This design comes from an exercise in tuning for small area on the open sky130 flow, not from production work.
Function was checked by simulation only, so behaviour that the tests miss may differ from the original.
Power figures rest on the tool's default switching activity, not on a simulated workload.

==> flow/design.v (excerpt) <==
module eclsensor (clk, rst, txd, rxd, ir_tx, ir_rx, led);
	output [11:0] ir_tx;
	input [19:0] ir_rx;
	output led;
	input clk;
	input rst;
	output reg txd;
	input rxd;
	assign led = 1'b0;
	reg [2:0] pre;
	reg [1:0] bdiv;
	reg [5:0] mdiv;
	wire pre_end = pre[2] && pre[1];               
	wire modulation_edge = pre_end && mdiv[5] && mdiv[3:1] == 3'b111;   
	always @(posedge clk)
		if (rst) begin
			pre <= 3'd0;
			bdiv <= 2'd0;
			mdiv <= 6'd0;
		end else begin
			pre <= pre_end ? 3'd0 : pre + 1'b1;
			if (pre_end) begin
				bdiv <= bdiv + 1'b1;
				mdiv <= (mdiv[5] && mdiv[3:1] == 3'b111) ? 6'd0 : mdiv + 1'b1;
			end
		end
	wire baud_edge = pre == 3'd0 && bdiv == 2'd0;
	reg modulation_state;
	always @(posedge clk)
		if (rst)
			modulation_state <= 1'b0;
		else if (modulation_edge)
			modulation_state <= !modulation_state;
	reg text_busy;
	reg [7:0] cnt;
	wire [6:0] ci = cnt[6:0];
	wire state_tx_modulating = cnt < 8'd190;
	wire state_tx_end = modulation_edge && !text_busy && cnt[7:5] == 3'b111 && cnt[2];   
	reg [3:0] tx_num;
	wire tx_num_12 = tx_num[3] && tx_num[2];         
	always @(posedge clk)
		if (rst)
			tx_num <= 4'd12;
		else if (state_tx_end)
			tx_num <= tx_num_12 ? 4'd1 : tx_num + 1'b1;
	reg ir_on;
	always @(posedge clk)
		ir_on <= !rst && state_tx_modulating && !text_busy && modulation_state;
	wire [3:0] t = tx_num;
	assign ir_tx[0]  = ir_on &&  t[3] &&  t[2];
  ...
Size: ~380 flip-flops, ~37 I/O pins.
clock: 10.0 ns
lec_check: 0
cap_margin: 20
core_margin: 2
core_utilization: 45
place_density: 0.6
slew_margin: 20
standard.sh (not shown) runs the stock make flow with config.mk's settings and CLKGATE_MAP_FILE= SYNTH_SCRIPT=/design/flow/synth_recipe.tcl, a recipe that flattens the netlist after the stock synthesis.
==> flow/flow/run.sh <==
#!/bin/bash
# Standard ORFS layout with two changes: clock tree synthesis without dummy
# load cells and with small clock buffers, and the smallest buffer on ports.
set -euo pipefail
export CTS_ARGS="-sink_clustering_enable -repair_clock_nets -dont_use_dummy_load -buf_list sky130_fd_sc_hd__clkbuf_4 -sink_clustering_size 12 -sink_clustering_max_diameter 40"
export BUFFER_PORTS_ARGS="-buffer_cell sky130_fd_sc_hd__buf_1"
bash standard.sh > standard.log 2>&1
==> next run, changes <==
==> flow/flow/run.sh (replaced) <==
#!/bin/bash
# Standard ORFS layout with two changes: clock tree synthesis without dummy
# load cells and with small clock buffers, and the smallest buffer on ports.
set -euo pipefail
export CTS_ARGS="-sink_clustering_enable -repair_clock_nets -dont_use_dummy_load -buf_list sky130_fd_sc_hd__clkbuf_4 -sink_clustering_size 10 -sink_clustering_max_diameter 40"
export BUFFER_PORTS_ARGS="-buffer_cell sky130_fd_sc_hd__buf_1"
bash standard.sh > standard.log 2>&1
What happened: The changed run ran to the end with no violations; utilization stays flat; non-clock buffer count stays the same; worst setup slack gets worse by 0.0064 ns; sequential cell count is unchanged; sequential power barely changes; die area does not change; first-iteration DRC count rose slightly; final cell count stays flat; clock skew rose by 0.015 ns; maximum frequency hardly moves; synthesized area does not change.

## the reference run
eclsensor, a different RTL version from the one above (not shown whole).
Size in the first run: ~390 flip-flops.
Design eclsensor, start of the top module:
module eclsensor (clk, rst, txd, rxd, ir_tx, ir_rx, led);
	output [11:0] ir_tx;
	input [19:0] ir_rx;
	output led;
	input clk;
	input rst;
	output reg txd;
	input rxd;
	assign led = 1'b0;
	reg [2:0] pre;
	reg [1:0] bdiv;
	reg [5:0] mdiv;
	wire pre_end = pre == 3'd6;
	wire modulation_edge = pre_end && mdiv == 6'd46;
	always @(posedge clk)
		if (rst) begin
			pre <= 3'd0;
			bdiv <= 2'd0;
			mdiv <= 6'd0;
		end else begin
			pre <= pre_end ? 3'd0 : pre + 1'b1;
			if (pre_end) begin
				bdiv <= bdiv + 1'b1;
				mdiv <= (mdiv == 6'd46) ? 6'd0 : mdiv + 1'b1;
			end
		end
	reg baud_edge;
	always @(posedge clk)
		baud_edge <= !rst && pre_end && bdiv == 2'd3;
	reg modulation_state;
	always @(posedge clk)
		if (rst)
			modulation_state <= 1'b0;
		else if (modulation_edge)
			modulation_state <= !modulation_state;
	reg text_busy;
	reg [7:0] cycle_timer;
	wire state_tx_modulating = cycle_timer < 8'd190;
	wire state_tx_end = modulation_edge && cycle_timer == 8'd228;
	always @(posedge clk)
		if (rst)
			cycle_timer <= 8'd0;
		else if (modulation_edge)
			cycle_timer <= (text_busy || state_tx_end) ? 8'd0 : cycle_timer + 1'b1;
	reg [3:0] current_tx;
	always @(posedge clk)
		if (rst)
			current_tx <= 4'd0;
		else if (state_tx_end)
			current_tx <= (current_tx == 4'd11) ? 4'd0 : current_tx + 1'b1;
	reg ir_on;
	always @(posedge clk)
		ir_on <= !rst && state_tx_modulating && !text_busy && modulation_state;
	genvar gi;
  ...
clock: 10.0 ns
lec_check: 0
cap_margin: 20
core_margin: 2
core_utilization: 45
cts_buf_list: sky130_fd_sc_hd__clkbuf_2
place_density: 0.6
slew_margin: 20
run.sh (not shown) runs the stock make flow with config.mk's settings and CLKGATE_MAP_FILE= SYNTH_SCRIPT=/design/flow/synth_recipe.tcl, a recipe that flattens the netlist after the stock synthesis.
Stock flow here: none of the scripts above is used.
The reference run reached the final stage; the timing, design-rule and antenna checks on its layout passed.
Input changes introduced in the trial run (baseline for comparison: the reference run):
# the reference run
export LEC_CHECK = 0
export CAP_MARGIN = 20
export CORE_MARGIN = 2
export CORE_UTILIZATION = 45
export CTS_BUF_LIST = sky130_fd_sc_hd__clkbuf_2
export PLACE_DENSITY = 0.6
export SLEW_MARGIN = 20
create_clock -name core_clock -period 10.0 [get_ports {clk}]
# the trial run
export LEC_CHECK = 0
export CAP_MARGIN = 20
export CORE_MARGIN = 2
export CORE_UTILIZATION = 45
export PLACE_DENSITY = 0.6
export SLEW_MARGIN = 20
create_clock -name core_clock -period 10.0 [get_ports {clk}]
==> flow/flow/run.sh (new file) <==
#!/bin/bash
# Standard ORFS layout with two changes: clock tree synthesis without dummy
# load cells and with small clock buffers, and the smallest buffer on ports.
set -euo pipefail
export CTS_ARGS="-sink_clustering_enable -repair_clock_nets -dont_use_dummy_load -buf_list sky130_fd_sc_hd__clkbuf_4 -sink_clustering_size 10 -sink_clustering_max_diameter 40"
export BUFFER_PORTS_ARGS="-buffer_cell sky130_fd_sc_hd__buf_1"
bash standard.sh > standard.log 2>&1
==> flow/standard.sh (new file) <==
#!/bin/bash
# synth_recipe.tcl (not shown) runs the flow's synth.tcl, then flattens the netlist and writes it again
# the make line also repeats each setting of config.mk as NAME=value (left out here)
make -C /OpenROAD-flow-scripts/flow DESIGN_CONFIG=/design/flow/config.mk WORK_HOME=/design/flow/orfs CLKGATE_MAP_FILE= SYNTH_SCRIPT=/design/flow/synth_recipe.tcl "${@:-finish}"
removed: flow/run.sh
Reported for the reference run and the trial run, number of nets in the synthesized netlist turned out identical to the last digit.
Between the reference run and the trial run, minimum clock period after layout is lower for the trial run, the reference run comes in above that.
Design area shrinks by a few percent when moving from the reference run to the trial run.
Relative to the reference run, the number of diodes of the trial run is higher by 1.
The setup slack reported for the trial run is greater than that of the reference run by 0.63 ns.
In the reports for the reference run and the trial run, the larger combinational power belongs to the reference run.
Compared with the reference run, the trial run improves post-placement setup slack.
Taking the reference run as the reference, in the trial run final instance count without filler cells moved down, relative contribution of sequential cells to total power moved up, synthesized cell count level.

what the ideal ports hide:
Ports are ideal in the flow. The routed layouts listed here were re-timed in OpenROAD. Step 1 (the two cells are an assumption about what drives the block):
set clk [get_ports {clk}]
set_driving_cell -lib_cell sky130_fd_sc_hd__clkbuf_16 $clk
set_driving_cell -lib_cell sky130_fd_sc_hd__buf_2 [delete_from_list [all_inputs] $clk]
Step 2 also shifts input and output timing later by t, the mid clock arrival at the registers, as if the neighbouring blocks saw the same clock. Slacks: ideal ports / drivers / drivers and shift; pairs: ideal ports / drivers.
run | shift t [ns] | setup WS [ns] | latest minus earliest clock arrival (ns) | pins driven straight from the clock port
the first run of note 1 | 0.657 | 6.182 / 6.138 / 5.956 | 0.128 / 0.127 | 1
the second run of note 1 | 0.688 | 6.175 / 6.132 / 5.950 | 0.145 / 0.145 | 1
the reference run | 0.916 | 5.559 / 5.520 / 6.348 | 0.064 / 0.064 | 1
the trial run | 0.698 | 6.191 / 6.147 / 6.309 | 0.097 / 0.097 | 1
After both steps setup and hold are still met in every run listed. For the first run of note 1, which loses most, drivers alone change the setup slack by -0.044 ns; drivers and shift together by -0.226 ns.
